Context: an optimization exercise on an open-source flow, tuned for small area and a short achievable clock period. The choices shown serve that exercise and are no tape-out recipe.
The RTL was checked by simulation tests, not by an equivalence proof against the original design.
Power and IR drop assume default switching activity.

## flow/design.v (module list and top-level ports; edited modules follow where they fit)
// module PID: 38 lines
// module SegwayMath: 1021 lines
// module fa_cell: 4 lines
// module balance_cntrl: 23 lines
module balance_cntrl
# (parameter fast_sim=1)
(
input clk, rst_n,
input vld, pwr_up, rider_off,
input logic signed [15:0] ptch,
input logic signed [15:0] ptch_rt,
input logic [11:0] steer_pot,
input logic en_steer,
output logic signed [11:0] lft_spd,
output logic signed [11:0] rght_spd,
output logic too_fast
);
  // ...
==> flow/flow/run.sh <==
#!/bin/bash
# Layout flow: the standard synthesis, then an inverter clean-up around the
# full-adder cells (polarity.py) and a re-map of the remaining gates
# (remap.tcl, ABC area script), then the standard layout steps with plain
# buf_1 port buffers and a setup-repair target of MARGIN ns.
set -euo pipefail
MARGIN=8
R=orfs/results/sky130hd/balance_cntrl/base
bash standard.sh  synth > 1_standard_synth.log 2>&1
cp $R/1_2_yosys.v std_1_2_yosys.v
python3 flow/polarity.py std_1_2_yosys.v pol.v > 2_polarity.log 2>&1
export REMAP_LIB=$FLOW_HOME/platforms/sky130hd/lib/sky130_fd_sc_hd__tt_025C_1v80.lib
export REMAP_DONT_USE="$(sed -n '/DONT_USE_CELLS += /,/^$/p' $FLOW_HOME/platforms/sky130hd/config.mk | grep -o 'sky130_fd_sc_hd__[a-z0-9_]*' | tr '\n' ' ')"
STA=$(dirname $(command -v openroad))/sta
best=""; bestm=""
for s in flow/abc_*.script; do
  k=$(basename $s .script)
  REMAP_IN=pol.v REMAP_OUT=remap_$k.v REMAP_ABC_SCRIPT=$s yosys -c flow/remap.tcl > 3_remap_$k.log 2>&1 || continue
  PICK_NET=remap_$k.v PICK_LIB=$REMAP_LIB PICK_SDC=constraint.sdc $STA -no_init -exit flow/pick.tcl > 3_pick_$k.log 2>&1 || continue
  line=$(grep '^PICK' 3_pick_$k.log) || continue
  m=$(echo "$line" | awk '{print $3 * (37.5 - $5 * 1e9)}')
  echo "$k $line metric $m" >> 3_pick_summary.log
  if [ -z "$bestm" ] || awk "BEGIN {exit !($m < $bestm)}"; then best=$k; bestm=$m; fi
done
echo "chosen $best" >> 3_pick_summary.log
cp remap_$best.v remap.v
cp remap.v $R/1_2_yosys.v
rm -f $R/1_synth.odb $R/1_synth.sdc
ARGS=( "BUFFER_PORTS_ARGS=-buffer_cell sky130_fd_sc_hd__buf_1")
if [ "$MARGIN" != "none" ]; then
  ARGS+=("SETUP_SLACK_MARGIN=$MARGIN")
fi
bash standard.sh "${ARGS[@]}" finish > 4_standard_finish.log 2>&1
==> flow/flow/abc_a.script <==
strash
dch
map -B 0.9
topo
stime -c
buffer -c
upsize -c
dnsize -c
==> flow/flow/abc_b.script <==
strash
dc2
dch -f
map -a
strash
dch -f
map -a
topo
buffer -c
upsize -c
dnsize -c
==> flow/flow/abc_c.script <==
strash
&get -n
&fraig -x
&put
scorr
dc2
dretime
strash
&get -n
&dch -f
&nf -a
&put
buffer -c
upsize -c
dnsize -c
==> flow/flow/abc_e.script <==
strash
dc2
dch -f
map -a
strash
dc2
dch -f
map -a
strash
dch -f
map -a
topo
buffer -c
upsize -c
dnsize -c
==> flow/flow/abc_f.script <==
strash
&get -n
&dch -f
&nf -a
&put
strash
dch -f
map -a
topo
buffer -c
upsize -c
dnsize -c
==> flow/flow/pick.tcl <==
# Report area and worst setup slack of a candidate netlist (no wires).
# env: PICK_NET, PICK_LIB, PICK_SDC
read_liberty $::env(PICK_LIB)
read_verilog $::env(PICK_NET)
link_design balance_cntrl
read_sdc $::env(PICK_SDC)
set area 0.0
foreach inst [get_cells *] {
  set area [expr {$area + [get_property [get_lib_cells -of_objects $inst] area]}]
}
puts "PICK area $area slack [sta::worst_slack_cmd max]"
==> flow/flow/polarity.py <==
#!/usr/bin/env python3
"""Inverter clean-up around full adders in a flat sky130 gate netlist.

A full adder is self-dual: FA(~a, ~b, ~c) = (~sum, ~cout).  Each fa cell may
therefore run in inverted polarity.  This pass picks a polarity per fa cell
that needs the fewest inverters, removes the design's free inverters and adds
back one inverter per net whose complement some pin still needs.
Usage: polarity.py in.v out.v"""
import re, sys, collections

src = open(sys.argv[1]).read()
INV = re.compile(r'sky130_fd_sc_hd__(inv|clkinv)_\d+$')
FA = re.compile(r'sky130_fd_sc_hd__fa_\d+$')
OUTP = {'X', 'Y', 'Q', 'Q_N', 'SUM', 'COUT', 'HI', 'LO'}

m = re.search(r'\bmodule\s+(\w+)\s*\((.*?)\);(.*)\bendmodule', src, re.S)
top, portlist, body = m.group(1), m.group(2), m.group(3)
stmts = [s.strip() for s in body.split(';')]
cells = []      # [typ, name, {pin: net}]
other = []      # non-cell statements, kept verbatim
cre = re.compile(r'^(sky130_fd_sc_hd__\w+)\s+(\S+)\s*\((.*)\)$', re.S)
for s in stmts:
    if not s:
        continue
    mm = cre.match(s)
    if mm:
        pins = {p: n.strip() for p, n in re.findall(r'\.(\w+)\(([^()]*)\)', mm.group(3))}
        cells.append([mm.group(1), mm.group(2), pins])
    else:
        other.append(s)

# nets used by non-cell statements (assigns, ports) stay fixed
fixed_nets = set()
for s in other:
    if s.startswith('assign'):
        for tok in re.findall(r'\\\S+|[A-Za-z_][\w$]*(?:\[\d+\])?', s[len('assign'):]):
            fixed_nets.add(tok)
ports = set()
for s in other:
    mm = re.match(r'^(input|output|inout)\s*(\[(\d+):(\d+)\])?\s*(.*)$', s, re.S)
    if mm:
        names = [x.strip() for x in mm.group(5).split(',')]
        for n in names:
            if mm.group(2):
                a, b = int(mm.group(3)), int(mm.group(4))
                for i in range(min(a, b), max(a, b) + 1):
                    ports.add('%s[%d]' % (n, i))
            ports.add(n)
fixed_nets |= ports

driver = {}
for c in cells:
    for p, n in c[2].items():
        if p in OUTP:
            driver[n] = c

def is_free_inv(c):
    return INV.match(c[0]) and c[2]['Y'] not in fixed_nets

def root(n):
    par = 0
    seen = 0
    while n in driver and is_free_inv(driver[n]) and seen < 100:
        n = driver[n][2]['A']
        par ^= 1
        seen += 1
    return n, par

fas = [c for c in cells if FA.match(c[0])]
fa_idx = {c[1]: i for i, c in enumerate(fas)}
out_of = {}    # net -> fa index (physical driver)
for i, c in enumerate(fas):
    out_of[c[2]['SUM']] = i
    out_of[c[2]['COUT']] = i

# consumers: (cell, pin, root, parity, fa_index or None)
cons = []
for c in cells:
    if is_free_inv(c):
        continue
    for p, n in c[2].items():
        if p in OUTP:
            continue
        r, k = root(n)
        cons.append((c, p, r, k, fa_idx.get(c[1]) if FA.match(c[0]) else None))

f = [0] * len(fas)
def need(ci):
    c, p, r, k, w = cons[ci]
    ph = f[out_of[r]] if r in out_of else 0
    return k ^ ph ^ (f[w] if w is not None else 0)

by_root = collections.defaultdict(list)
for i, cc in enumerate(cons):
    by_root[cc[2]].append(i)
touch = collections.defaultdict(set)
for i, cc in enumerate(cons):
    if cc[4] is not None:
        touch[cc[4]].add(cc[2])
for i, c in enumerate(fas):
    touch[i].add(c[2]['SUM'])
    touch[i].add(c[2]['COUT'])

def cost_root(r):
    return 1 if any(need(i) for i in by_root[r]) else 0

def total():
    return sum(cost_root(r) for r in by_root)

before = total()
improved = True
it = 0
while improved and it < 50:
    improved = False
    it += 1
    for i in range(len(fas)):
        rs = touch[i]
        c0 = sum(cost_root(r) for r in rs)
        f[i] ^= 1
        c1 = sum(cost_root(r) for r in rs)
        if c1 < c0:
            improved = True
        else:
            f[i] ^= 1
after = total()

# rebuild
new_cells = [c for c in cells if not is_free_inv(c)]
old_inv = len(cells) - len(new_cells)
inv_net = {}
extra = []
wires = []
k = 0
for i, cc in enumerate(cons):
    c, p, r, par, w = cc
    if need(i):
        if r not in inv_net:
            k += 1
            nn = 'polinv_%d' % k
            inv_net[r] = nn
            wires.append(nn)
            extra.append(['sky130_fd_sc_hd__inv_1', 'polinv_cell_%d' % k, {'A': r, 'Y': nn}])
        c[2][p] = inv_net[r]
    else:
        c[2][p] = r

def emit(c):
    pins = ',\n'.join('    .%s(%s)' % (p, n + (' ' if n.startswith('\\') else '')) for p, n in c[2].items())
    return '  %s %s (\n%s\n  );' % (c[0], c[1], pins)

out = ['module %s(%s);' % (top, portlist)]
for s in other:
    out.append('  ' + s + ' ;')
for w_ in wires:
    out.append('  wire %s;' % w_)
for c in new_cells + extra:
    out.append(emit(c))
out.append('endmodule')
head = src[:m.start()]
open(sys.argv[2], 'w').write(head + '\n'.join(out) + '\n')
sys.stderr.write('polarity: %d fa cells, %d flipped, inverters %d -> %d (cost %d -> %d)\n'
                 % (len(fas), sum(f), old_inv, len(extra), before, after))
==> flow/flow/remap.tcl <==
# Re-map the random logic around the kept adder cells and flip-flops.
# env: REMAP_IN, REMAP_OUT, REMAP_LIB, REMAP_ABC_SCRIPT, REMAP_DONT_USE
yosys -import
set L $::env(REMAP_LIB)
read_liberty -ignore_miss_func -ignore_buses $L
read_verilog -defer $::env(REMAP_IN)
hierarchy -top balance_cntrl
foreach c {fa_1 fa_2 fa_4 dfrtp_1 dfrtp_2 dfrtp_4 dfxtp_1 conb_1} {
  catch { blackbox sky130_fd_sc_hd__$c }
}
flatten
opt_clean -purge
techmap
opt -fast
set dont_use {}
foreach c $::env(REMAP_DONT_USE) { lappend dont_use -dont_use $c }
abc -script $::env(REMAP_ABC_SCRIPT) -liberty $L {*}$dont_use
opt_clean -purge

stat -liberty $L
write_verilog -noattr -noexpr -nohex -nodec -selected $::env(REMAP_OUT)
==> flow/standard.sh <==
#!/bin/bash
# synth_recipe.tcl (not shown) runs the flow's synth.tcl, then flattens the netlist and writes it again
# the make line also repeats each setting of config.mk as NAME=value (left out here)
make -C /OpenROAD-flow-scripts/flow DESIGN_CONFIG=/design/flow/config.mk WORK_HOME=/design/flow/orfs CLKGATE_MAP_FILE= SYNTH_SCRIPT=/design/flow/synth_recipe.tcl "${@:-finish}"
==> flow/config.mk <==
export PLATFORM = sky130hd
export DESIGN_NAME = balance_cntrl
export DESIGN_NICKNAME = balance_cntrl
export VERILOG_FILES = /design/flow/design.v
export SDC_FILE = /design/flow/constraint.sdc
export NUM_CORES = 4
export LEC_CHECK = 0
export ABC_AREA = 1
export CAP_MARGIN = 20
export CORE_MARGIN = 2
export CORE_UTILIZATION = 65
export SLEW_MARGIN = 20
==> flow/constraint.sdc <==
create_clock -name core_clock -period 35.0 [get_ports {clk}]
set_input_delay 7.0000 -clock core_clock [delete_from_list [all_inputs] [get_ports {clk}]]
set_output_delay 7.0000 -clock core_clock [all_outputs]
set_load 0.01 [all_outputs]
==> reports/summary.txt, run 1 <==
Seq area share: 0.1091
DR vias: 7,397
Number of routed nets with antenna violations: 0
Hold Fails Final Rpt: 0
First-pass GRT wire length: 31.37 mm
Multi-input gate count: 840
Starting Density: 0.6614
ANT cells: 0
CTS clock-pin slew for the worst setup and hold paths: 60 ps
ClkCell Share: 0.01725
H-tree depth: 2
Count of non-CTS inverters in the layout: 215
CTS tree: done
Pre-CTS WS: 9579 ps
M2 GR Usage: 0.4698
Clk root buf: clkbuf_16
Clock latency (worst-skew pair): 280 ps
Final sequential cell count: 37
Fraction of layout cells with a size suffix above 1: 0.07935
Syn_area_per_cell: 7.169 um^2
Status: timing/DRC/antenna clean
Clock period minus worst slack: 25,650 ps
Max VDD drop: 0.00007050 V
Worst Path Required: 28,000 ps
Worst Reg-to-Reg Cells: 30
Fin worst setup slack: 9346 ps
Die H: 114.1 um
Max-area cell class: multi-input combinational cells
HPWL after DPL: 14.97 mm
Critical Path Source Type: input pin
Count of clock buffers in the final design: 5
RSZ-0062 raised after global routing: false
Setup bufs post-CTS: 0
CTS buffer count: 5
TNS Setup: 0 ps
Clk network pwr share: 0.080
==> inputs of run 2 (changes only) <==
--- a/flow/flow/run.sh
+++ b/flow/flow/run.sh
@@ -5,5 +5,5 @@
 # buf_1 port buffers and a setup-repair target of MARGIN ns.
 set -euo pipefail
-MARGIN=8
+MARGIN=12
 R=orfs/results/sky130hd/balance_cntrl/base
 bash standard.sh  synth > 1_standard_synth.log 2>&1
==> run 2 against run 1 <==
Still clean. Worst setup slack gained 1300 ps. Sequential power grew 0.8%. Hold slack lost 2.9 ps. Largest power group unchanged. Highest routed layer unchanged.
==> reports/summary.txt, run 2 <==
Status: timing/DRC/antenna clean
Syn_area_per_cell: 7.169 um^2 (unchanged)
Die width: 114.1 um
Setup crit end kind: primary output
Util after Layout: 0.8570
Fill cells: 675
CTS tree: done
CTS clock-pin slew for the worst setup and hold paths: 60 ps (about the same)
DRT Wirelength: 24.38 mm
Origin of the critical flop-to-flop path: PID_balance.integrator[0]
Design area: 0.01021 mm^2
ANT cells: 0 (unchanged)
Worst Path Required: 28,000 ps (about the same)
FF-to-FF End: PID_balance.integrator[1]
HPWL after DPL: 15.17 mm (+1.3%)
Most frequent cells in the layout: inv_1, nand2_1, nor2_1, fa_1, buf_4
Post-synth design cell area: 0.007879 mm^2
Biggest register: PID_balance.integrator
Antenna violations before repair: 0
Clock latency (worst-skew pair): 280 ps (about the same)
Critical path data arrival time: 17,320 ps
Vias in the first global route: 7,538
Clock skew: 5.027 ps
Row count: 40
DR vias: 8,419 (+14%)
Die H: 114.1 um (unchanged)
Gpl congestion: 0.9225
Full die area: 0.01302 mm^2
TNS Setup: 0 ps (unchanged)
Gr ovfl total: 0
Final net count: 1,438
Fraction of layout cells with a size suffix above 1: 0.2857 (+0.2064)
GRT Total Usage: 0.3323
Port bufs: 68
Worst slew pin tran: 932.3 ps
Clk network pwr share: 0.046 (-0.034)
Avg WL per Cell: 17.15 um
F_max: 41.12 MHz
Internal Pwr Total: 0.4232 mW
Dpl cell area: 0.008508 mm^2
Fin worst setup slack: 10,680 ps (+1335 ps)
Critical Path Source Type: input pin
Global route hottest layer: met2
Core footprint: 0.01191 mm^2
H-tree depth: 2 (unchanged)
Worst Reg-to-Reg Cells: 30 (unchanged)
Pin count of the biggest net entering global routing: 38
Clock period minus worst slack: 24,320 ps (-1335 ps)
Sw Ratio: 0.5571
Ports: 75
Levels on crit path: 54
Buf/Inv on CP: 11
CTS buffer count: 5 (unchanged)
Max-Cap Viols: 0
Critical path endpoint: rght_spd[4]
M3 GR Usage: 0.04976
Inst Count DP: 1,310
Pre-CTS WS: 10,430 ps (+848.8 ps)
Register share of total power: 0.053
Starting Density: 0.6614 (unchanged)
Max VDD drop: 0.00009513 V (+35%)
R2R setup slack: 28,020 ps
Max reg flops: 18
RSZ-0062 raised after global routing: true
Number of DRC markers in iteration 0: 1,105
GR Util met1: 0.4713
Via density: 5.925
Number of routed nets with antenna violations: 0 (unchanged)
Leakage power figure: 4.728 nW
Critical path peak fanout: 6
Cell mode on critical path: inv_2
Critical path class: input pin to primary output
TritonRoute pass-1 iters: 6
Synth Warn #: 1
Commonest non-fill, non-tap cell in the layout: inv_1
Critical path launch point: ptch[12]
Max transition margin: 0.3784
Power Total: 0.9556 mW
Final Non-Filler Cells: 1,421
Slew Limit Fails: 0
Residual DRC count: 0
First-pass GRT wire length: 34.77 mm (+11%)
Min-delay worst type: flop to flop
Logic pwr share: 0.901
Biggest regs: PID_balance.integrator: 18 flops, PID_balance.pre: 11 flops, PID_balance.ss_tmr: 8 flops
# setup viols final: 0
Final hold slack: 513.9 ps
Net count after synthesis: 1,264
M2 GR Usage: 0.5421 (+0.07222)
CP max stage delay: 650 ps
CP delay by family, top: adder cells
Max Root-Sink Buffers: 2
Clk root buf: clkbuf_16
Final Cycle Share: 0.6948
Power per Cell Area: 93.61 mW/mm^2
Cells after Synth: 1,099
CP max-delay cell: fa_1
Net switching power: 0.5323 mW
Area Growth Syn to Fin: 29.57%
Clk sinks: 37
Hold Fails Final Rpt: 0 (unchanged)
[run 2: power by group through the flow]
| stage | clock network [mW] | registers (mW) | logic, mW |
|---|---|---|---|
| floorplan | 0 | 0.0504 | 0.413 |
| global placement | 0 | 0.0511 | 0.515 |
| detailed placement | 0 | 0.0512 | 0.519 |
| CTS | 0.0438 | 0.0506 | 0.726 |
| global route | 0.0461 | 0.0512 | 0.911 |
| finish | 0.0441 | 0.0508 | 0.861 |
[run 2: how the worst min path moves through the flow]
stage / cells after the start / from / to / slack (ps)
after global routing: 2 / PID_balance.pre[1] / PID_balance.pre[2] / 540
after global placement: 2 / PID_balance.pre[0] / PID_balance.pre[1] / 490
after floorplan: 2 / PID_balance.pre[7] / PID_balance.pre[8] / 470
after CTS: 2 / PID_balance.pre[5] / PID_balance.pre[6] / 510
after detailed placement: 2 / PID_balance.pre[4] / PID_balance.pre[5] / 490
final: 2 / PID_balance.pre[8] / PID_balance.pre[9] / 510
[run 2: final cells by class]
| type | instances | area (um^2) | area share |
|---|---|---|---|
| Sequential cell | 37 | 925.9 | 0.09070 |
| Inverter | 215 | 842.1 | 0.08249 |
| Clock buffer | 5 | 125.1 | 0.01226 |
| Timing Repair Buffer | 174 | 1209 | 0.1184 |
| Tap cell | 147 | 183.9 | 0.01802 |
| Multi-Input combinational cell | 840 | 6905 | 0.6764 |
| Clock inverter | 3 | 17.52 | 0.001716 |
[run 2: worst reg2reg max path, delay by kind of cell (launching register included)]
kind,cells,cell delay [ps]
fa+ha+maj,11,3760
simple gates,13,1780
flops,1,390
buf+inv,4,530
compound gates,2,420
[run 2: timing repair]
item | in CTS | in global routing
hold endpoints to repair | 0 | 0
hold buffers | 0 | 0
endpoints found under the setup margin | 25 | 25
pin swaps | 78 | 79
buffers inserted | 64 | 39
resized for setup | 115 | 97
[run 2: per-layer routing]
layer | share of wire | routed length [um]
met5 | 0 | 0
met2 | 0.48 | 11710
met3 | 0.091 | 2225
met4 | 0.035 | 853
met1 | 0.39 | 9584
==> inputs of run 3 (changes only) <==
--- a/flow/flow/run.sh
+++ b/flow/flow/run.sh
@@ -5,5 +5,5 @@
 # buf_1 port buffers and a setup-repair target of MARGIN ns.
 set -euo pipefail
-MARGIN=12
+MARGIN=11
 R=orfs/results/sky130hd/balance_cntrl/base
 bash standard.sh  synth > 1_standard_synth.log 2>&1
==> run 3 against run 2 <==
Cell area decreased by 2.4%. Combinational power decreased by 12%. Register-to-register slack got worse by 160 ps. Worst setup slack improved by 200 ps. Synthesized cell count unchanged. Fmax increased by 0.85%. Final cell count decreased by 1.4%. Sequential cell count unchanged. Wire length decreased by 8.6%. Non-clock buffer count decreased by 20. Core utilization decreased by 2.0 points. Highest routed layer unchanged.
==> reports/summary.txt, run 3 <==
Vias in the first global route: 7,325 (-2.8%)
HPWL after DPL: 14.97 mm (-1.3%)
Die width: 114.1 um (unchanged)
CP max stage delay: 630 ps (-20 ps)
Clk sinks: 37 (unchanged)
Fraction of layout cells with a size suffix above 1: 0.2616 (-0.02415)
Critical path class: input pin to primary output
GR Util met1: 0.4748 (+0.003446)
Pin count of the biggest net entering global routing: 38 (unchanged)
Biggest regs: PID_balance.integrator: 18 flops, PID_balance.pre: 11 flops, PID_balance.ss_tmr: 8 flops
H-tree depth: 2 (unchanged)
Gr ovfl total: 0 (unchanged)
Critical path peak fanout: 8 (+2)
Row count: 40 (unchanged)
Cells after Synth: 1,099 (unchanged)
ANT cells: 0 (unchanged)
Residual DRC count: 0 (unchanged)
Synth Warn #: 1 (unchanged)
Max transition margin: 0.4026 (+0.02421)
GRT Total Usage: 0.3169 (-0.01539)
Fill cells: 769 (+14%)
Power per Cell Area: 85.71 mW/mm^2 (-8.4%)
Avg WL per Cell: 15.90 um (-7.3%)
Syn_area_per_cell: 7.169 um^2 (unchanged)
Post-synth design cell area: 0.007879 mm^2 (unchanged)
Full die area: 0.01302 mm^2 (unchanged)
DR vias: 8,111 (-3.7%)
CTS tree: done
Core footprint: 0.01191 mm^2 (unchanged)
CP max-delay cell: fa_2
Critical path data arrival time: 17,110 ps (-210 ps)
F_max: 41.47 MHz (+0.85%)
RSZ-0062 raised after global routing: true
Net count after synthesis: 1,264 (unchanged)
TritonRoute pass-1 iters: 6 (unchanged)
Status: timing/DRC/antenna clean
Clock period minus worst slack: 24,120 ps (-204.1 ps)
Number of DRC markers in iteration 0: 818 (-26%)
M2 GR Usage: 0.5131 (-0.02897)
Final Cycle Share: 0.6890 (-0.005831)
Hold Fails Final Rpt: 0 (unchanged)
Port bufs: 68 (unchanged)
Antenna violations before repair: 0 (unchanged)
M3 GR Usage: 0.03494 (-0.01482)
Biggest register: PID_balance.integrator
Design area: 0.009967 mm^2 (-2.4%)
Die H: 114.1 um (unchanged)
# setup viols final: 0 (unchanged)
Via density: 5.789 (-2.3%)
Clk root buf: clkbuf_16
Max-Cap Viols: 0 (unchanged)
Commonest non-fill, non-tap cell in the layout: inv_1
CTS buffer count: 5 (unchanged)
Max VDD drop: 0.00009548 V (+0.36%)
Util after Layout: 0.8368 (-0.02027)
Clock skew: 4.588 ps (-0.4386 ps)
Cts hold-fix bufs: 0 (unchanged)
Max reg flops: 18 (unchanged)
FF+latch area: 925.9 um^2 (unchanged)
Min-delay worst type: flop to flop
Setup crit end kind: primary output
Critical Path Source Type: input pin
Clock latency (worst-skew pair): 280 ps (about the same)
DRT Wirelength: 22.28 mm (-8.6%)
Cell mode on critical path: nand2_2
Number of routed nets with antenna violations: 0 (unchanged)
Max Root-Sink Buffers: 2 (unchanged)
Gpl congestion: 0.9204 (-0.23%)
Area Growth Syn to Fin: 26.50%
Starting Density: 0.6614 (unchanged)
Final net count: 1,418 (-1.4%)
Dpl cell area: 0.008295 mm^2 (-2.5%)
Slew Limit Fails: 0 (unchanged)
Area occupied by multi-input gates: 0.006848 mm^2 (-0.83%)
Most frequent cells in the layout: inv_1, nor2_1, nand2_1, fa_1, buf_4
Worst slew pin tran: 893.0 ps (-39.34 ps)
TNS Setup: 0 ps (unchanged)
Leakage power figure: 4.594 nW (-2.8%)
CTS clock-pin slew for the worst setup and hold paths: 60 ps (about the same)
Worst Path Required: 28,000 ps (about the same)
Ports: 75 (unchanged)
First-pass GRT wire length: 33.54 mm (-3.5%)
Final hold slack: 512.1 ps (-1.805 ps)
Global route hottest layer: met2
run 3: changes by cell type in the layout (fill, tap and decap cells not counted), moves of 4 or more:
cell,delta
a31oi_1,+4
o21ai_1,-6
o21ai_0,+4
buf_2,-11
clkbuf_2,+6
nor2_1,+5
nand2_1,-4
buf_6,-4
buf_4,-14
a31oi_2,-4
nor2_4,-7
buf_1,+5
run 3: repair_timing:
item	4_1_cts	5_1_grt
pin swaps	43	69
endpoints found under the setup margin	25	25
gates resized for setup	87	156
setup buffers	33	49
run 3: final cells by class:
type | count | area share
clock buffer | 5 | 0.01255
multi-input combinational | 840 | 0.6870
inverter | 215 | 0.08461
timing repair buffer | 154 | 0.1023
clock inverter | 3 | 0.002134
sequential | 37 | 0.09289
tap | 147 | 0.01845
run 3: metrics by stage:
step	instances	setup WS (ps)	power (mW)
after detailed placement	1309	9579	0.5072
after CTS	1350	11010	0.7322
after global routing	1401	10490	0.9111
after floorplan	1099	11430	0.4001
after global placement	1309	9732	0.5011
final	1401	10890	0.8543
run 3: worst max-delay path: cells and delay by family:
| family | cells | cell delay (ps) |
|---|---|---|
| adder cells (fa/ha/maj) | 8 | 3860 |
| AND/OR/NAND/NOR | 21 | 2320 |
| AO/OA/AOI/OAI | 10 | 1900 |
| buffers and inverters | 11 | 1300 |
| XOR/XNOR | 3 | 680 |
run 3: worst paths after layout:
check                                     startpoint                         end  slack, ps  depth (start not counted)
max                                          ptch[9]                  lft_spd[3]      10890                         53
min                               PID_balance.pre[0]          PID_balance.pre[1]        510                          2
max reg2reg                PID_balance.integrator[0]  PID_balance.integrator[13]      27860                         30
min reg2reg                       PID_balance.pre[0]          PID_balance.pre[1]        510                          2
max in group asynchronous                      rst_n       PID_balance.ss_tmr[1]      27830                          2
min in group asynchronous                      rst_n  PID_balance.integrator[14]       6690                          1
run 3: where the power goes:
group / switching [mW] / total (mW) / internal (mW)
logic: 0.465 / 0.758 / 0.293
registers: 0.00377 / 0.0506 / 0.0468
clock network: 0.0187 / 0.0453 / 0.0265
total: 0.488 / 0.854 / 0.367
run 3: routing by layer:
| layer | wire, um | vias up | part of all wire |
|---|---|---|---|
| met5 | 0 | - | 0 |
| met4 | 507 | 0 | 0.023 |
| met3 | 1889 | 74 | 0.085 |
| met2 | 10750 | 401 | 0.48 |
| met1 | 9126 | 3843 | 0.41 |
| li1 | - | 3793 | - |
==> inputs of run 4 (changes only) <==
--- a/flow/flow/run.sh
+++ b/flow/flow/run.sh
@@ -5,5 +5,5 @@
 # buf_1 port buffers and a setup-repair target of MARGIN ns.
 set -euo pipefail
-MARGIN=11
+MARGIN=9
 R=orfs/results/sky130hd/balance_cntrl/base
 bash standard.sh  synth > 1_standard_synth.log 2>&1
==> run 4 against run 3 <==
Still clean on timing, DRC and antenna. Global-route usage shrank 2.2 points. Worst setup slack lost 1000 ps. Cell area shrank 15%. Core utilization shrank 12 points. Synthesized area is the same. Register-to-register slack is essentially flat. First-iteration DRC count shrank 18%.
==> reports/summary.txt, run 4 <==
Die H: 114.1 um (unchanged)
CTS tree: done
Pre-CTS WS: 9579 ps (unchanged)
Cells after Synth: 1,099 (unchanged)
CP max-delay cell: fa_1
Max Root-Sink Buffers: 2 (unchanged)
Net count after synthesis: 1,264 (unchanged)
Max transition margin: 0.4315 (+0.02881)
Fin worst setup slack: 9888 ps (-997.1 ps)
Die width: 114.1 um (unchanged)
Full die area: 0.01302 mm^2 (unchanged)
# setup viols final: 0 (unchanged)
Origin of the critical flop-to-flop path: PID_balance.integrator[0]
Antenna violations before repair: 0 (unchanged)
DR vias: 7,393 (-8.9%)
Clk root buf: clkbuf_16
Commonest non-fill, non-tap cell in the layout: inv_1
Pin count of the biggest net entering global routing: 38 (unchanged)
Core footprint: 0.01191 mm^2 (unchanged)
Startpoint of the worst hold path: PID_balance.pre[0]
RSZ-0062 raised after global routing: false
GRT Total Usage: 0.2953 (-0.02157)
Hold Fails Final Rpt: 0 (unchanged)
CP max stage delay: 580 ps (-50 ps)
Final Cycle Share: 0.7175 (+0.02849)
Via density: 5.605 (-3.2%)
Number of DRC markers in iteration 0: 669 (-18%)
Fraction of layout cells with a size suffix above 1: 0.08106 (-0.1805)
Final net count: 1,336 (-5.8%)
Setup bufs post-CTS: 0 (-100%)
Syn_area_per_cell: 7.169 um^2 (unchanged)
Post-synth design cell area: 0.007879 mm^2 (unchanged)
Avg WL per Cell: 13.84 um (-13%)
Critical path peak fanout: 9 (+1)
Clock latency (worst-skew pair): 280 ps (about the same)
First-pass GRT wire length: 31.37 mm (-6.5%)
Setup crit end kind: primary output
Biggest register: PID_balance.integrator
Ports: 75 (unchanged)
CTS buffer count: 5 (unchanged)
Clock skew: 4.396 ps (-0.1925 ps)
Row count: 40 (unchanged)
DRT Wirelength: 18.26 mm (-18%)
F_max: 39.82 MHz (-4.0%)
CTS clock-pin slew for the worst setup and hold paths: 60 ps (about the same)
Max-Cap Viols: 0 (unchanged)
Max reg flops: 18 (unchanged)
Min-delay worst type: flop to flop
Status: timing/DRC/antenna clean
Residual DRC count: 0 (unchanged)
Clk sinks: 37 (unchanged)
Max VDD drop: 0.00007166 V (-25%)
Critical path launch point: ptch[9]
H-tree depth: 2 (unchanged)
Slew Limit Fails: 0 (unchanged)
Starting Density: 0.6614 (unchanged)
Critical Path Source Type: input pin
Synth Warn #: 1 (unchanged)
Clock period minus worst slack: 25,110 ps (+997.1 ps)
HPWL after DPL: 14.97 mm (unchanged)
Biggest regs: PID_balance.integrator: 18 flops, PID_balance.pre: 11 flops, PID_balance.ss_tmr: 8 flops
Critical path class: input pin to primary output
Leakage power figure: 4.006 nW (-13%)
Most frequent cells in the layout: inv_1, nor2_1, nand2_1, fa_1, buf_1
TNS Setup: 0 ps (unchanged)
Critical path data arrival time: 18,110 ps (+1000 ps)
Vias in the first global route: 6,848 (-6.5%)
Worst Path Required: 28,000 ps (about the same)
Port bufs: 68 (unchanged)
Worst slew pin tran: 849.7 ps (-43.33 ps)
Power Total: 0.5707 mW (-33%)
ANT cells: 0 (unchanged)
Area Growth Syn to Fin: 7.781%
Gpl congestion: 0.9204 (unchanged)
Power per Cell Area: 67.20 mW/mm^2 (-22%)
Gr ovfl total: 0 (unchanged)
TritonRoute pass-1 iters: 5 (-1)
Number of routed nets with antenna violations: 0 (unchanged)
## run 4: power by group
part	internal [mW]	switching [mW]	total (mW)
clock	0.0265	0.0187	0.0452
combinational	0.140	0.336	0.475
sequential	0.0468	0.00367	0.0505
## run 4: final timing paths
path | end | slack [ps] | cells after the start
max | rght_spd[4] | 9890 | 58
min | PID_balance.pre[1] | 520 | 2
max reg2reg | PID_balance.integrator[13] | 27850 | 30
min reg2reg | PID_balance.pre[1] | 520 | 2
max in group asynchronous | PID_balance.ss_tmr[4] | 27840 | 2
min in group asynchronous | PID_balance.integrator[14] | 6680 | 1
## run 4: area by class of cell
cell class,instances,area (um^2)
multi-input combinational,840,6110
fill,1062,3420
sequential,37,925.9
inverter,215,812.0
timing repair buffer,72,314.1
tap,147,183.9
clock buffer,5,125.1
clock inverter,3,21.27
## run 4: per-layer routing
metal / GRT usage / wire [um] / up-vias
met4: 0.02764 / 74 / 0
met5: 0 / 0 / -
met2: 0.4698 / 8431 / 230
met3: 0.02541 / 1098 / 10
met1: 0.4626 / 8655 / 3523
li1: - / - / 3630
## run 4: worst max-delay path: cells and delay by family
| kind | cells | cell delay, ps |
|---|---|---|
| adder cells (fa/ha/maj) | 8 | 3750 |
| AND/OR/NAND/NOR | 22 | 2980 |
| AO/OA/AOI/OAI | 17 | 2940 |
| buffers and inverters | 10 | 1020 |
| XOR/XNOR | 1 | 390 |
## run 4: repair_timing
| item | CTS | global route |
|---|---|---|
| setup endpoints to repair | 0 | 22 |
| resized for setup | 0 | 9 |
| hold buffers | 0 | 0 |
## run 4: through the flow
| stage | instances | hold slack (ps) | util | area [um^2] |
|---|---|---|---|---|
| floorplan | 1099 | 470.7 | - | 7879 |
| global placement | 1309 | 491.3 | 0.6964 | 8295 |
| detailed placement | 1309 | 499.1 | 0.6964 | 8295 |
| CTS | 1317 | 513.5 | 0.7087 | 8442 |
| global route | 1319 | 530.5 | 0.7129 | 8492 |
| finish | 1319 | 516.8 | 0.7129 | 8492 |
==> inputs of run 5 (changes only) <==
--- a/flow/flow/run.sh
+++ b/flow/flow/run.sh
@@ -5,5 +5,5 @@
 # buf_1 port buffers and a setup-repair target of MARGIN ns.
 set -euo pipefail
-MARGIN=9
+MARGIN=11
 R=orfs/results/sky130hd/balance_cntrl/base
 bash standard.sh  synth > 1_standard_synth.log 2>&1
--- a/flow/config.mk
+++ b/flow/config.mk
@@ -9,4 +9,4 @@
 export CAP_MARGIN = 20
 export CORE_MARGIN = 2
-export CORE_UTILIZATION = 65
+export CORE_UTILIZATION = 75
 export SLEW_MARGIN = 20
==> run 5 against run 4 <==
The run now fails in 5_1_grt. Synthesized area is the same. Synthesized cell count is the same.
==> reports/summary.txt, run 5 <==
Gpl congestion: 0.9537 (+3.6%)
GR repair worst EP: rght_spd[7]
Clk root buf: clkbuf_8
Post-synth design cell area: 0.007879 mm^2 (unchanged)
Net count after synthesis: 1,264 (unchanged)
Inst Count DP: 1,297 (-0.92%)
Status: did not finish
CTS buffer count: 5 (unchanged)
Pin count of the biggest net entering global routing: 38
Die H: 106.5 um (-6.7%)
Dpl cell area: 0.008274 mm^2 (-0.26%)
Cts hold-fix bufs: 0 (unchanged)
Exit stage: 5_1_grt
Port bufs: 68 (unchanged)
Cells after Synth: 1,099 (unchanged)
Row count: 37 (-7.5%)
HPWL after DPL: 15.42 mm (+3.0%)
Max Root-Sink Buffers: 2 (unchanged)
Syn_area_per_cell: 7.169 um^2 (unchanged)
H-tree depth: 2 (unchanged)
Gr ovfl total: 126
Synth Warn #: 1 (unchanged)
Die width: 106.5 um (-6.7%)
GRT Total Usage: 0.8485
Ports: 75 (unchanged)
Worst endpoint type: output port
Tool error: [ERROR GRT-0232] Routing congestion too high. Check the congestion heatmap in the GUI.
Starting Density: 0.7666 (+0.1052)
run 5: metrics by stage:
| step | hold slack, ps | setup slack (ps) |
|---|---|---|
| CTS | 517.7 | 11010 |
| floorplan | 470.7 | 11430 |
| detailed placement | 490.7 | 9749 |
| global placement | 479.5 | 9847 |
run 5: worst max path at each step:
stage / startpoint / endpoint
after CTS: ptch[10] / rght_spd[1]
after detailed placement: ptch[9] / lft_spd[4]
after floorplan: ptch[9] / lft_spd[5]
after global placement: ptch[9] / lft_spd[4]
run 5: timing repair:
action,in CTS
resized for setup,68
pin swaps,32
endpoints found under the hold margin,0
setup endpoints to repair,25
buffers inserted,27
run 5: metal layers:
metal	overflow	GRT usage
met2	71	1.003
met5	0	0.3952
met4	55	0.9323
met1	0	0.8030
met3	0	0.7124
run 5: power groups by stage:
stage / logic [mW] / registers (mW) / clock network, mW
global placement: 0.442 / 0.0511 / 0
CTS: 0.602 / 0.0505 / 0.0316
floorplan: 0.350 / 0.0504 / 0
detailed placement: 0.457 / 0.0514 / 0
==> inputs of run 6 (changes only) <==
--- a/flow/flow/run.sh
+++ b/flow/flow/run.sh
@@ -5,5 +5,5 @@
 # buf_1 port buffers and a setup-repair target of MARGIN ns.
 set -euo pipefail
-MARGIN=11
+MARGIN=10
 R=orfs/results/sky130hd/balance_cntrl/base
 bash standard.sh  synth > 1_standard_synth.log 2>&1
--- a/flow/config.mk
+++ b/flow/config.mk
@@ -9,4 +9,4 @@
 export CAP_MARGIN = 20
 export CORE_MARGIN = 2
-export CORE_UTILIZATION = 75
+export CORE_UTILIZATION = 55
 export SLEW_MARGIN = 20
==> run 6 against run 5 <==
The run now finishes clean. Synthesized area unchanged. Synthesized cell count stayed put.
==> reports/summary.txt, run 6 <==
CTS tree: done
Avg WL per Cell: 14.24 um
Max transition margin: 0.3508
Setup crit end kind: primary output
Antenna violations before repair: 0
Row count: 43 (+16%)
Final Non-Filler Cells: 1,368
Hold Fails Final Rpt: 0
Gpl congestion: 0.9364 (-1.8%)
# setup viols final: 0
RSZ-0062 raised after global routing: true
H-tree depth: 2 (unchanged)
Cts hold-fix bufs: 0 (unchanged)
Critical path peak fanout: 8
Register share of total power: 0.076
Critical Path Source Type: input pin
Cell mode on critical path: nand2_1
Net switching power: 0.4026 mW
TritonRoute pass-1 iters: 5
Commonest non-fill, non-tap cell in the layout: inv_1
CP max-delay cell: fa_2
Inst Count DP: 1,343 (+3.5%)
Post-synth design cell area: 0.007879 mm^2 (unchanged)
Power per Cell Area: 74.29 mW/mm^2
TNS Setup: 0 ps
Via density: 5.463
Max Root-Sink Buffers: 2 (unchanged)
Clk network pwr share: 0.068
Net count after synthesis: 1,264 (unchanged)
Biggest register: PID_balance.integrator
F_max: 41.06 MHz
Fraction of layout cells with a size suffix above 1: 0.1212
Worst slew pin tran: 973.8 ps
Clock period minus worst slack: 24,360 ps
Biggest regs: PID_balance.integrator: 18 flops, PID_balance.pre: 11 flops, PID_balance.ss_tmr: 8 flops
Clk sinks: 37
Full die area: 0.01530 mm^2
Ports: 75 (unchanged)
Gr ovfl total: 0
CTS buffer count: 5 (unchanged)
DR vias: 7,473
Dpl cell area: 0.008344 mm^2 (+0.85%)
Vias in the first global route: 6,892
Cells after Synth: 1,099 (unchanged)
Clock latency (worst-skew pair): 280 ps
Die H: 123.7 um (+16%)
Clk root buf: clkbuf_16
HPWL after DPL: 15.78 mm (+2.3%)
Max VDD drop: 0.00007122 V
ANT cells: 0
Max-Cap Viols: 0
Max reg flops: 18
Pin count of the biggest net entering global routing: 38
Critical path class: input pin to primary output
Fin worst setup slack: 10,640 ps
Min-delay worst type: flop to flop
R2R setup slack: 27,870 ps
Slew Limit Fails: 0
First-pass GRT wire length: 31.99 mm
Die width: 123.7 um (+16%)
Design area: 0.008951 mm^2
DRT Wirelength: 19.48 mm
Starting Density: 0.5654 (-0.2012)
Sw Ratio: 0.6055
CP max stage delay: 580 ps
Number of routed nets with antenna violations: 0
Final net count: 1,352
Util after Layout: 0.6424
GRT Total Usage: 0.2624
Power Total: 0.6650 mW
Synth Warn #: 1 (unchanged)
Logic pwr share: 0.856
Final hold slack: 508.1 ps
CTS clock-pin slew for the worst setup and hold paths: 60 ps
Final Cycle Share: 0.6959
Area Growth Syn to Fin: 13.61%
Syn_area_per_cell: 7.169 um^2 (unchanged)
Fill cells: 1,321
Number of DRC markers in iteration 0: 545
Most frequent cells in the layout: inv_1, nand2_1, nor2_1, fa_1, buf_1
Clock skew: 5.778 ps
Port bufs: 68 (unchanged)
Leakage power figure: 4.153 nW
Status: timing/DRC/antenna clean
Internal Pwr Total: 0.2623 mW
Critical path data arrival time: 17,360 ps
Residual DRC count: 0
Worst Path Required: 28,000 ps
Pre-CTS WS: 9521 ps (-227.2 ps)
Core footprint: 0.01393 mm^2
[run 6: final timing paths]
kind,from,to,cells past startpoint
worst max-delay path,ptch[10],rght_spd[6],61
worst min-delay path,PID_balance.pre[3],PID_balance.pre[4],2
worst max register to register,PID_balance.integrator[0],PID_balance.integrator[7],30
worst min register to register,PID_balance.pre[3],PID_balance.pre[4],2
max in group asynchronous,rst_n,PID_balance.integrator[6],1
min in group asynchronous,rst_n,PID_balance.integrator[13],1
[run 6: critical path, delay by kind of cell]
kind            cells  cell delay, ps
compound gates     14            1930
xor+xnor            3             570
fa+ha+maj           8            3660
buf+inv            11            1070
simple gates       25            3080
[run 6: metal layers]
layer,global-route usage,up-vias,wire (um)
li1,-,3657,-
met1,0.4012,3534,9081
met2,0.4114,244,8912
met3,0.02427,38,1188
met4,0.04616,0,301
met5,0,-,0
[run 6: timing repair]
item,in CTS,in global routing
setup endpoints to repair,19,23
gates cloned,0,0
setup buffers,0,16
gates resized for setup,12,59
pin swaps,0,15
[run 6: power groups by stage]
stage | registers (mW) | clock network, mW | logic, mW
global route | 0.0512 | 0.0473 | 0.624
CTS | 0.0505 | 0.0461 | 0.475
floorplan | 0.0504 | 0 | 0.350
finish | 0.0506 | 0.0451 | 0.569
global placement | 0.0512 | 0 | 0.462
detailed placement | 0.0513 | 0 | 0.463
[run 6: cell type report]
cell class,count,area [um^2],share of cell area
Sequential cell,37,925.9,0.1034
Tap cell,180,225.2,0.02516
Timing Repair Buffer,88,455.4,0.05088
Clock buffer,5,125.1,0.01398
Inverter,215,819.5,0.09156
Clock inverter,3,21.27,0.002376
Multi-Input combinational cell,840,6379,0.7126
==> inputs of run 7 (changes only) <==
--- a/flow/config.mk
+++ b/flow/config.mk
@@ -9,4 +9,4 @@
 export CAP_MARGIN = 20
 export CORE_MARGIN = 2
-export CORE_UTILIZATION = 55
+export CORE_UTILIZATION = 65
 export SLEW_MARGIN = 20
==> run 7 against run 6 <==
Still clean. Final cell count decreased by 2.9%. Synthesized area unchanged. Worst setup slack got worse by 86 ps. Total power increased by 1.3%. Hold slack improved by 8.3 ps. Fmax decreased by 0.35%. Non-clock buffer count decreased by 6. Count of clock-buffer cells in the layout unchanged. Sequential share of layout area increased by 0.16 points. Combinational power increased by 2%. Synthesized cell count unchanged. Largest cell class unchanged. Highest routed layer unchanged.
==> reports/summary.txt, run 7 <==
Status: timing/DRC/antenna clean
Max transition margin: 0.4257 (+0.07495)
Max VDD drop: 0.00008957 V (+26%)
Cts hold-fix bufs: 0 (unchanged)
Leakage power figure: 4.114 nW (-0.94%)
Max Root-Sink Buffers: 2 (unchanged)
Syn_area_per_cell: 7.169 um^2 (unchanged)
Number of DRC markers in iteration 0: 752 (+38%)
Min-delay worst type: flop to flop
Final Cycle Share: 0.6983 (+0.002460)
DR vias: 7,473 (unchanged)
Hold Fails Final Rpt: 0 (unchanged)
Pin count of the biggest net entering global routing: 38 (unchanged)
Power per Cell Area: 76.43 mW/mm^2 (+2.9%)
H-tree depth: 2 (unchanged)
Setup crit end kind: primary output
Die width: 114.1 um (-7.8%)
Residual DRC count: 0 (unchanged)
Row count: 40 (-7.0%)
Post-synth design cell area: 0.007879 mm^2 (unchanged)
Synth Warn #: 1 (unchanged)
Full die area: 0.01302 mm^2 (-15%)
CTS tree: done
# setup viols final: 0 (unchanged)
Gr ovfl total: 0 (unchanged)
Critical path class: input pin to primary output
Final hold slack: 516.5 ps (+8.328 ps)
Fraction of layout cells with a size suffix above 1: 0.1074 (-0.01377)
Critical path data arrival time: 17,440 ps (+80 ps)
DRT Wirelength: 18.85 mm (-3.2%)
First-pass GRT wire length: 31.35 mm (-2.0%)
Ports: 75 (unchanged)
Area Growth Syn to Fin: 11.85%
Clock skew: 3.447 ps (-2.330 ps)
Antenna violations before repair: 0 (unchanged)
Commonest non-fill, non-tap cell in the layout: inv_1
Core footprint: 0.01191 mm^2 (-15%)
Max reg flops: 18 (unchanged)
TritonRoute pass-1 iters: 6 (+1)
Clock period minus worst slack: 24,440 ps (+86.10 ps)
GRT Total Usage: 0.2951 (+0.03266)
Critical path peak fanout: 8 (unchanged)
Cells after Synth: 1,099 (unchanged)
Clk sinks: 37 (unchanged)
CTS buffer count: 5 (unchanged)
Critical Path Source Type: input pin
Final net count: 1,346 (-0.44%)
Worst Path Required: 28,000 ps (about the same)
Clock latency (worst-skew pair): 280 ps (about the same)
CTS clock-pin slew for the worst setup and hold paths: 60 ps (about the same)
Vias in the first global route: 6,850 (-0.61%)
Max-Cap Viols: 0 (unchanged)
Biggest register: PID_balance.integrator
CP max-delay cell: fa_1
Via density: 5.623 (+2.9%)
Worst slew pin tran: 858.2 ps (-115.6 ps)
Clk root buf: clkbuf_16
TNS Setup: 0 ps (unchanged)
Inst Count DP: 1,309 (-2.5%)
Final Non-Filler Cells: 1,329 (-2.9%)
Gpl congestion: 0.9204 (-1.7%)
Avg WL per Cell: 14.19 um (-0.40%)
Die H: 114.1 um (-7.8%)
HPWL after DPL: 14.97 mm (-5.1%)
Net count after synthesis: 1,264 (unchanged)
CP max stage delay: 570 ps (about the same)
Biggest regs: PID_balance.integrator: 18 flops, PID_balance.pre: 11 flops, PID_balance.ss_tmr: 8 flops
Slew Limit Fails: 0 (unchanged)
Cell mode on critical path: nand2_1
RSZ-0062 raised after global routing: false
F_max: 40.91 MHz (-0.35%)
ANT cells: 0 (unchanged)
Port bufs: 68 (unchanged)
Number of routed nets with antenna violations: 0 (unchanged)
Most frequent cells in the layout: inv_1, nor2_1, nand2_1, fa_1, buf_1
Starting Density: 0.6614 (+0.09604)
run 7: cell types whose count changed in the layout (fill, tap and decap cells not counted), moves of 2 or more:
cell	previous run	this run
buf_4	17	11
fa_1	111	113
o21ai_1	11	9
nor2_2	8	6
fa_2	4	2
nor2_1	183	186
run 7: through the flow:
stage	utilization	worst slack, ps	cell area (um^2)	total power, mW
final	0.7398	10560	8812	0.6735
after global routing	0.7398	9878	8812	0.7299
after CTS	0.7097	10000	8453	0.5631
after detailed placement	0.6964	9579	8295	0.5072
after global placement	0.6964	9732	8295	0.5011
after floorplan	-	11430	7879	0.4001
run 7: final timing paths:
kind / startpoint / end / slack, ps / cells after the start
min in group asynchronous: rst_n / PID_balance.integrator[14] / 6680 / 1
max in group asynchronous: rst_n / PID_balance.ss_tmr[2] / 27830 / 2
worst max register to register: PID_balance.integrator[0] / PID_balance.integrator[13] / 27880 / 30
worst max-delay path: ptch[11] / rght_spd[1] / 10560 / 61
worst min-delay path: PID_balance.pre[0] / PID_balance.pre[1] / 520 / 2
worst min register to register: PID_balance.pre[0] / PID_balance.pre[1] / 520 / 2
run 7: layout make-up:
type | instances | area [um^2]
clock buffer | 5 | 125.1
clock inverter | 3 | 21.27
fill | 998 | 3099
inverter | 215 | 817.0
multi-input combinational | 840 | 6335
sequential | 37 | 925.9
tap | 147 | 183.9
timing repair buffer | 82 | 404.1
run 7: critical path, delay by kind of cell:
family | cells | cell delay [ps]
adders and majority gates | 8 | 3860
and+or+nand+nor | 25 | 2590
AOI/OAI and AO/OA | 15 | 2440
buffers and inverters | 11 | 1170
xor gates and xnor gates | 2 | 390
run 7: timing repair:
item / CTS / global route
resized for setup: 10 / 47
setup endpoints to repair: 19 / 23
pin swaps: 0 / 15
setup buffers: 0 / 10
run 7: where the power goes:
group / internal, mW / switching (mW)
logic: 0.189 / 0.389
clock network: 0.0265 / 0.0181
registers: 0.0468 / 0.00375
total: 0.263 / 0.411
run 7: metal layers:
metal,part of all wire,vias to the layer above,global-route usage
met4,0.0073,0,0.02764
met2,0.47,255,0.4690
met1,0.47,3543,0.4626
li1,-,3655,-
met5,0,-,0
met3,0.056,20,0.02541
==> inputs of run 8 (changes only) <==
--- a/flow/flow/run.sh
+++ b/flow/flow/run.sh
@@ -5,5 +5,5 @@
 # buf_1 port buffers and a setup-repair target of MARGIN ns.
 set -euo pipefail
-MARGIN=10
+MARGIN=9
 R=orfs/results/sky130hd/balance_cntrl/base
 bash standard.sh  synth > 1_standard_synth.log 2>&1
@@ -28,4 +28,9 @@
 rm -f $R/1_synth.odb $R/1_synth.sdc
 ARGS=( "BUFFER_PORTS_ARGS=-buffer_cell sky130_fd_sc_hd__buf_1")
+LATE=1
+if [ "$LATE" = "1" ]; then
+  # floorplan (and its first sizing pass) without the setup-repair target
+  bash standard.sh "${ARGS[@]}" floorplan > 4_standard_floorplan.log 2>&1
+fi
 if [ "$MARGIN" != "none" ]; then
   ARGS+=("SETUP_SLACK_MARGIN=$MARGIN")
==> run 8 against run 7 <==
Still clean. Worst setup slack got worse by 670 ps. Non-clock buffer count decreased by 10. Register-to-register slack got worse by 30 ps. Combinational power decreased by 18%. Final cell count decreased by 0.75%. Critical path depth decreased by 3. Fmax decreased by 2.7%. Total power decreased by 15%. Critical endpoint is now rght_spd[4]. Largest cell class unchanged.
==> reports/summary.txt, run 8 <==
FF-to-FF End: PID_balance.integrator[13]
Final hold slack: 516.8 ps (+0.3110 ps)
Setup crit end kind: primary output
Critical path data arrival time: 18,110 ps (+670 ps)
Via density: 5.605 (-0.32%)
Number of DRC markers in iteration 0: 669 (-11%)
Fin worst setup slack: 9888 ps (-670.9 ps)
Gpl congestion: 0.9204 (unchanged)
Hold path endpoint: PID_balance.pre[1]
Die H: 114.1 um (unchanged)
Clock latency (worst-skew pair): 280 ps (about the same)
Buf/Inv on CP: 10 (-1)
Logic pwr share: 0.832 (-0.027)
Internal Pwr Total: 0.2128 mW (-19%)
Leakage power figure: 4.006 nW (-2.6%)
Worst Path Required: 28,000 ps (about the same)
DRT Wirelength: 18.26 mm (-3.1%)
CTS buffer count: 5 (unchanged)
DR vias: 7,393 (-1.1%)
Clock period minus worst slack: 25,110 ps (+670.9 ps)
Max reg flops: 18 (unchanged)
Port bufs: 68 (unchanged)
Biggest register: PID_balance.integrator
Clock skew: 4.396 ps (+0.9481 ps)
Slew Limit Fails: 0 (unchanged)
Min-delay worst type: flop to flop
Final net count: 1,336 (-0.74%)
Hold Fails Final Rpt: 0 (unchanged)
Clk network pwr share: 0.079 (+0.013)
Post-synth design cell area: 0.007879 mm^2 (unchanged)
TNS Setup: 0 ps (unchanged)
Worst Reg-to-Reg Cells: 30 (unchanged)
Cells after Synth: 1,099 (unchanged)
Number of routed nets with antenna violations: 0 (unchanged)
Sw Ratio: 0.6271 (+0.01725)
H-tree depth: 2 (unchanged)
Critical Path Source Type: input pin
Clk sinks: 37 (unchanged)
First-pass GRT wire length: 31.37 mm (about the same)
Commonest non-fill, non-tap cell in the layout: inv_1
Critical path class: input pin to primary output
RSZ-0062 raised after global routing: false
Register share of total power: 0.088 (+0.013)
Max-Cap Viols: 0 (unchanged)
Power per Cell Area: 67.20 mW/mm^2 (-12%)
Avg WL per Cell: 13.84 um (-2.4%)
Ports: 75 (unchanged)
Gr ovfl total: 0 (unchanged)
Worst slew pin tran: 849.7 ps (-8.562 ps)
CP max-delay cell: fa_1
Net switching power: 0.3579 mW (-13%)
Most frequent cells in the layout: inv_1, nor2_1, nand2_1, fa_1, buf_1
GRT Total Usage: 0.2953 (about the same)
Max transition margin: 0.4315 (+0.005730)
CP max stage delay: 580 ps (about the same)
TritonRoute pass-1 iters: 5 (-1)
Core footprint: 0.01191 mm^2 (unchanged)
Synth Warn #: 1 (unchanged)
Clk root buf: clkbuf_16
Origin of the critical flop-to-flop path: PID_balance.integrator[0]
Row count: 40 (unchanged)
Syn_area_per_cell: 7.169 um^2 (unchanged)
Die width: 114.1 um (unchanged)
ANT cells: 0 (unchanged)
Power Total: 0.5707 mW (-15%)
Util after Layout: 0.7129 (-0.02689)
Net count after synthesis: 1,264 (unchanged)
Levels on crit path: 58 (-4.9%)
CTS clock-pin slew for the worst setup and hold paths: 60 ps (about the same)
Residual DRC count: 0 (unchanged)
Cts hold-fix bufs: 0 (unchanged)
Pre-CTS WS: 9579 ps (unchanged)
F_max: 39.82 MHz (-2.7%)
HPWL after DPL: 14.97 mm (unchanged)
CTS tree: done
Status: timing/DRC/antenna clean
Fill cells: 1,062 (+6.4%)
Worst hold path depth: 2 (unchanged)
Starting Density: 0.6614 (unchanged)
Final Cycle Share: 0.7175 (+0.01917)
Max VDD drop: 0.00007166 V (-20%)
Vias in the first global route: 6,848 (-0.029%)
Biggest regs: PID_balance.integrator: 18 flops, PID_balance.pre: 11 flops, PID_balance.ss_tmr: 8 flops
Area Growth Syn to Fin: 7.781%
Antenna violations before repair: 0 (unchanged)
# setup viols final: 0 (unchanged)
Startpoint of the worst hold path: PID_balance.pre[0]
Max Root-Sink Buffers: 2 (unchanged)
Pin count of the biggest net entering global routing: 38 (unchanged)
Full die area: 0.01302 mm^2 (unchanged)
CP delay by family, top: adder cells
R2R setup slack: 27,850 ps (-30 ps)
Fraction of layout cells with a size suffix above 1: 0.08106 (-0.02639)
Critical path peak fanout: 9 (+1)
==> run 8: worst max path at each step <==
| stage | end | startpoint | slack, ps |
|---|---|---|---|
| floorplan | lft_spd[5] | ptch[9] | 11430 |
| global route | lft_spd[5] | ptch[9] | 9030 |
| detailed placement | rght_spd[4] | ptch[9] | 9580 |
| CTS | rght_spd[4] | ptch[9] | 9490 |
| finish | rght_spd[4] | ptch[9] | 9890 |
| global placement | rght_spd[4] | ptch[9] | 9730 |
==> run 8: per-stage QoR <==
step,cell area (um^2),std cells
2_1_floorplan,7879,1099
3_3_place_gp,8295,1309
3_5_place_dp,8295,1309
4_1_cts,8442,1317
5_1_grt,8492,1319
6_report,8492,1319
==> run 8: what timing repair did <==
action | CTS | global route
buffers inserted | 0 | 0
setup endpoints to repair | 0 | 22
gates resized for setup | 0 | 9
==> run 8: power groups by stage <==
| stage | Combinational (mW) | Sequential, mW | Clock (mW) |
|---|---|---|---|
| after floorplan | 0.350 | 0.0504 | 0 |
| after global placement | 0.450 | 0.0511 | 0 |
| after detailed placement | 0.456 | 0.0512 | 0 |
| after CTS | 0.461 | 0.0505 | 0.0453 |
| after global routing | 0.526 | 0.0512 | 0.0474 |
| final | 0.475 | 0.0505 | 0.0452 |
==> run 8: tightest hold or removal path, cell delays in order (launching register included) <==
cell	delay (ps)
dfrtp_1	340
inv_1	50
nor2_1	80
==> run 8: per-layer routing <==
layer / track usage / part of all wire
met1: 0.4626 / 0.47
met2: 0.4698 / 0.46
met3: 0.02541 / 0.060
met4: 0.02764 / 0.0041
met5: 0 / 0
==> run 8: area by class of cell <==
type                            instances  area [um^2]  area share
Multi-Input combinational cell        840         6110      0.7195
Sequential cell                        37        925.9      0.1090
Inverter                              215        812.0     0.09562
Timing Repair Buffer                   72        314.1     0.03698
Tap cell                              147        183.9     0.02166
Clock buffer                            5        125.1     0.01473
Clock inverter                          3        21.27    0.002505
==> inputs of run 9 (changes only) <==
--- a/flow/flow/run.sh
+++ b/flow/flow/run.sh
@@ -28,5 +28,5 @@
 rm -f $R/1_synth.odb $R/1_synth.sdc
 ARGS=( "BUFFER_PORTS_ARGS=-buffer_cell sky130_fd_sc_hd__buf_1")
-LATE=1
+LATE=0
 if [ "$LATE" = "1" ]; then
   # floorplan (and its first sizing pass) without the setup-repair target
--- a/flow/config.mk
+++ b/flow/config.mk
@@ -9,4 +9,4 @@
 export CAP_MARGIN = 20
 export CORE_MARGIN = 2
-export CORE_UTILIZATION = 65
+export CORE_UTILIZATION = 70
 export SLEW_MARGIN = 20
==> run 9 against run 8 <==
Total power decreased by 2.9%. Global-route usage grew 3.5 points. Wire length up 3.2%. Hold slack better by 5.1 ps. Synthesized area unchanged.
==> reports/summary.txt, run 9 <==
Status: timing/DRC/antenna clean
Sw Ratio: 0.6384 (+0.01127)
Final Non-Filler Cells: 1,310 (-0.68%)
F_max: 39.73 MHz (-0.23%)
Antenna violations before repair: 0 (unchanged)
Clock latency (worst-skew pair): 300 ps (+20 ps)
Number of routed nets with antenna violations: 0 (unchanged)
Full die area: 0.01212 mm^2 (-6.9%)
Logic pwr share: 0.853 (+0.021)
Pre-CTS WS: 9586 ps (+7.160 ps)
Final hold slack: 521.9 ps (+5.095 ps)
Post-synth design cell area: 0.007879 mm^2 (unchanged)
Inst Count DP: 1,302 (-0.53%)
Syn_area_per_cell: 7.169 um^2 (unchanged)
DR vias: 7,493 (+1.4%)
Fraction of layout cells with a size suffix above 1: 0.07863 (-0.002426)
First-pass GRT wire length: 31.60 mm (+0.75%)
Critical path data arrival time: 18,170 ps (+60 ps)
Register share of total power: 0.091 (+0.003)
RSZ-0062 raised after global routing: false
Power per Cell Area: 66.14 mW/mm^2 (-1.6%)
Synth Warn #: 1 (unchanged)
GRT Total Usage: 0.3301 (+0.03478)
Gpl congestion: 0.9429 (+2.4%)
CTS clock-pin slew for the worst setup and hold paths: 90 ps (+30 ps)
CP max-delay cell: fa_1
Startpoint of the worst hold path: PID_balance.pre[9]
Die H: 110.1 um (-3.5%)
Max VDD drop: 0.0001449 V (+100%)
Number of DRC markers in iteration 0: 695 (+3.9%)
Worst Path Required: 28,000 ps (about the same)
Leakage power figure: 3.959 nW (-1.2%)
H-tree depth: 2 (unchanged)
# setup viols final: 0 (unchanged)
Clk root buf: clkbuf_8
Min-delay worst type: flop to flop
Critical path class: input pin to primary output
Internal Pwr Total: 0.2004 mW (-5.8%)
Pin count of the biggest net entering global routing: 38 (unchanged)
Clock skew: 12.66 ps (+8.263 ps)
Buf/Inv on CP: 10 (unchanged)
Residual DRC count: 0 (unchanged)
Max Root-Sink Buffers: 2 (unchanged)
Commonest non-fill, non-tap cell in the layout: inv_1
Biggest register: PID_balance.integrator
Net switching power: 0.3538 mW (-1.1%)
Clk network pwr share: 0.056 (-0.023)
Critical path peak fanout: 9 (unchanged)
TritonRoute pass-1 iters: 6 (+1)
FF-to-FF End: PID_balance.integrator[7]
Starting Density: 0.7236 (+0.06218)
Fill cells: 882 (-17%)
CTS tree: done
Max-Cap Viols: 0 (unchanged)
Worst slew pin tran: 1006 ps (+156.2 ps)
Clock period minus worst slack: 25,170 ps (+56.71 ps)
Origin of the critical flop-to-flop path: PID_balance.integrator[0]
Clk sinks: 37 (unchanged)
Most frequent cells in the layout: inv_1, nor2_1, nand2_1, fa_1, buf_1
HPWL after DPL: 15.80 mm (+5.5%)
Gr ovfl total: 0 (unchanged)
Die width: 110.1 um (-3.5%)
DRT Wirelength: 18.85 mm (+3.2%)
Port bufs: 68 (unchanged)
ANT cells: 0 (unchanged)
Max reg flops: 18 (unchanged)
Core footprint: 0.01089 mm^2 (-8.6%)
Vias in the first global route: 7,115 (+3.9%)
Max transition margin: 0.3252 (-0.1062)
Row count: 38 (-5.0%)
Setup crit end kind: primary output
Slew Limit Fails: 0 (unchanged)
Area occupied by multi-input gates: 0.006106 mm^2 (about the same)
Hold path endpoint: PID_balance.pre[10]
Net count after synthesis: 1,264 (unchanged)
Util after Layout: 0.7697 (+0.05679)
CP delay by family, top: adder cells
Worst Reg-to-Reg Cells: 30 (unchanged)
Final net count: 1,334 (-0.15%)
Area Growth Syn to Fin: 6.368%
Power Total: 0.5543 mW (-2.9%)
Critical Path Source Type: input pin
Ports: 75 (unchanged)
Avg WL per Cell: 14.39 um (+3.9%)
Final Cycle Share: 0.7191 (+0.001620)
Biggest regs: PID_balance.integrator: 18 flops, PID_balance.pre: 11 flops, PID_balance.ss_tmr: 8 flops
CTS buffer count: 5 (unchanged)
R2R setup slack: 27,740 ps (-110 ps)
Dpl cell area: 0.008287 mm^2 (-0.11%)
Cell mode on critical path: nand2_1
CP max stage delay: 590 ps (about the same)
Design area: 0.008381 mm^2 (-1.3%)
Fin worst setup slack: 9831 ps (-56.71 ps)
Hold Fails Final Rpt: 0 (unchanged)
Cells after Synth: 1,099 (unchanged)
Worst hold path depth: 2 (unchanged)
TNS Setup: 0 ps (unchanged)
Via density: 5.720 (+2.0%)
FF+latch area: 925.9 um^2 (unchanged)
[run 9: worst min-delay path, stage by stage, from the launching register on]
cell and delay [ps]:
dfrtp_1 350, inv_1 60, nor2_1 80
[run 9: how the worst max path moves through the flow]
| stage | startpoint | end | slack, ps | depth (start not counted) |
|---|---|---|---|---|
| global route | ptch[9] | lft_spd[5] | 9040 | 60 |
| finish | ptch[9] | rght_spd[7] | 9830 | 59 |
| floorplan | ptch[9] | lft_spd[5] | 11430 | 57 |
| global placement | ptch[9] | lft_spd[4] | 9710 | 58 |
| detailed placement | ptch[9] | rght_spd[4] | 9590 | 59 |
| CTS | ptch[9] | rght_spd[4] | 9540 | 59 |
[run 9: power groups by stage]
stage	clock, mW	sequential, mW	combinational (mW)
6_report	0.0311	0.0506	0.473
5_1_grt	0.0333	0.0511	0.520
4_1_cts	0.0313	0.0505	0.459
3_5_place_dp	0	0.0513	0.456
3_3_place_gp	0	0.0511	0.446
2_1_floorplan	0	0.0504	0.350
[run 9: layer usage]
metal	up-vias	routed length [um]	track usage
li1	3624	-	-
met1	3523	8192	0.4826
met2	320	8998	0.5491
met3	26	1483	0.03057
met4	0	176	0.05625
met5	-	0	0
[run 9: what timing repair did]
item / CTS / global route
hold buffers: 0 / 0
setup buffers: 0 / 0
setup endpoints to repair: 0 / 19
gates resized for setup: 0 / 7
[run 9: final cells by class]
class,instances,share of cell area
tap,140,0.02090
sequential,37,0.1105
clock inverter,3,0.002538
inverter,215,0.09689
multi-input combinational,840,0.7286
timing repair buffer,70,0.03240
clock buffer,5,0.008211
==> inputs of run 10 (changes only) <==
--- a/flow/config.mk
+++ b/flow/config.mk
@@ -11,2 +11,3 @@
 export CORE_UTILIZATION = 70
 export SLEW_MARGIN = 20
+export TNS_END_PERCENT = 0
==> run 10 against run 9 <==
Largest power group unchanged. Die area unchanged. Count of clock-buffer cells in the layout unchanged. Global-route usage unchanged. Critical path type unchanged. Sequential power about the same. Critical endpoint unchanged. Hold slack unchanged. Total power unchanged. Register-to-register slack about the same. Worst setup slack unchanged. Still clean.
==> reports/summary.txt, run 10 <==
Status: timing/DRC/antenna clean
# setup viols final: 0 (unchanged)
Power Total: 0.5543 mW (unchanged)
CTS clock-pin slew for the worst setup and hold paths: 90 ps (about the same)
Syn_area_per_cell: 7.169 um^2 (unchanged)
CP max-delay cell: fa_1
R2R setup slack: 27,740 ps (about the same)
Origin of the critical flop-to-flop path: PID_balance.integrator[0]
Ports: 75 (unchanged)
Max transition margin: 0.3252 (unchanged)
CP max stage delay: 590 ps (about the same)
Row count: 38 (unchanged)
Die width: 110.1 um (unchanged)
Via density: 5.720 (unchanged)
Synth Warn #: 1 (unchanged)
Power per Cell Area: 66.14 mW/mm^2 (unchanged)
Cell mode on critical path: nand2_1
RSZ-0062 raised after global routing: false
Clk network pwr share: 0.056 (about the same)
Antenna violations before repair: 0 (unchanged)
Clock period minus worst slack: 25,170 ps (unchanged)
Most frequent cells in the layout: inv_1, nor2_1, nand2_1, fa_1, buf_1
M3 GR Usage: 0.03057 (unchanged)
Area Growth Syn to Fin: 6.368% (unchanged)
Number of DRC markers in iteration 0: 695 (unchanged)
Core footprint: 0.01089 mm^2 (unchanged)
Critical path class: input pin to primary output
GR Util met1: 0.4826 (unchanged)
FF-to-FF End: PID_balance.integrator[7]
Clk sinks: 37 (unchanged)
Max reg flops: 18 (unchanged)
Cells after Synth: 1,099 (unchanged)
Critical path data arrival time: 18,170 ps (about the same)
Dpl cell area: 0.008287 mm^2 (unchanged)
Biggest register: PID_balance.integrator
Max Root-Sink Buffers: 2 (unchanged)
Hold Fails Final Rpt: 0 (unchanged)
Number of routed nets with antenna violations: 0 (unchanged)
Clk root buf: clkbuf_8
Sw Ratio: 0.6384 (unchanged)
Residual DRC count: 0 (unchanged)
Avg WL per Cell: 14.39 um (unchanged)
Worst Path Required: 28,000 ps (about the same)
# resized after CTS: 0 (unchanged)
Global route hottest layer: met2
Final Cycle Share: 0.7191 (unchanged)
CTS tree: done
TritonRoute pass-1 iters: 6 (unchanged)
Register share of total power: 0.091 (about the same)
Post-synth design cell area: 0.007879 mm^2 (unchanged)
H-tree depth: 2 (unchanged)
M2 GR Usage: 0.5491 (unchanged)
Fill cells: 882 (unchanged)
Clock latency (worst-skew pair): 300 ps (about the same)
Pin count of the biggest net entering global routing: 38 (unchanged)
Critical Path Source Type: input pin
Setup bufs post-CTS: 0 (unchanged)
TNS Setup: 0 ps (unchanged)
Util after Layout: 0.7697 (unchanged)
First-pass GRT wire length: 31.60 mm (unchanged)
Gpl congestion: 0.9429 (unchanged)
Worst hold path depth: 2 (unchanged)
Full die area: 0.01212 mm^2 (unchanged)
HPWL after DPL: 15.80 mm (unchanged)
Worst slew pin tran: 1006 ps (unchanged)
Startpoint of the worst hold path: PID_balance.pre[9]
Vias in the first global route: 7,115 (unchanged)
Commonest non-fill, non-tap cell in the layout: inv_1
Logic pwr share: 0.853 (about the same)
Max-Cap Viols: 0 (unchanged)
Starting Density: 0.7236 (unchanged)
[run 10: area by class of cell]
| cell class | count | area, um^2 | share of cell area |
|---|---|---|---|
| well taps | 140 | 175.2 | 0.02090 |
| inverters | 215 | 812.0 | 0.09689 |
| repair buffers | 70 | 271.5 | 0.03240 |
| flip-flops and latches | 37 | 925.9 | 0.1105 |
| multi-input cells | 840 | 6106 | 0.7286 |
| clock buffers | 5 | 68.82 | 0.008211 |
| clock inverters | 3 | 21.27 | 0.002538 |
[run 10: routing by layer]
metal  part of all wire  wire length, um
met1               0.43             8192
met2               0.48             8998
met3              0.079             1483
met4             0.0093              176
met5                  0                0
[run 10: how the worst max path moves through the flow]
stage,to,startpoint,depth (start not counted),slack (ps)
after floorplan,lft_spd[5],ptch[9],57,11430
after global placement,lft_spd[4],ptch[9],58,9710
after detailed placement,rght_spd[4],ptch[9],59,9590
after CTS,rght_spd[4],ptch[9],59,9540
after global routing,lft_spd[5],ptch[9],60,9040
final,rght_spd[7],ptch[9],59,9830
[run 10: power groups by stage]
stage          combinational (mW)  sequential (mW)  clock, mW
2_1_floorplan               0.350           0.0504          0
3_3_place_gp                0.446           0.0511          0
3_5_place_dp                0.456           0.0513          0
4_1_cts                     0.459           0.0505     0.0313
5_1_grt                     0.520           0.0511     0.0333
6_report                    0.473           0.0506     0.0311
[run 10: per-stage QoR]
step / setup slack, ps / hold WS [ps] / std cells
after global placement: 9714 / 480.8 / 1302
final: 9831 / 521.9 / 1310
after CTS: 9537 / 524.9 / 1310
after global routing: 9045 / 546.3 / 1310
after detailed placement: 9586 / 508.5 / 1302
after floorplan: 11430 / 470.7 / 1099
[run 10: worst min-delay path, cell delays in order, from the launching register on]
cell and delay, ps:
dfrtp_1 350, inv_1 60, nor2_1 80

Check on run 10: ideal ports give 9.831 ns setup slack; a clkbuf_16 on the clock port and buf_2 on the inputs give 9.806 ns; moving port delays by the midpoint clock arrival (0.316 ns) as well gives 9.806 ns.
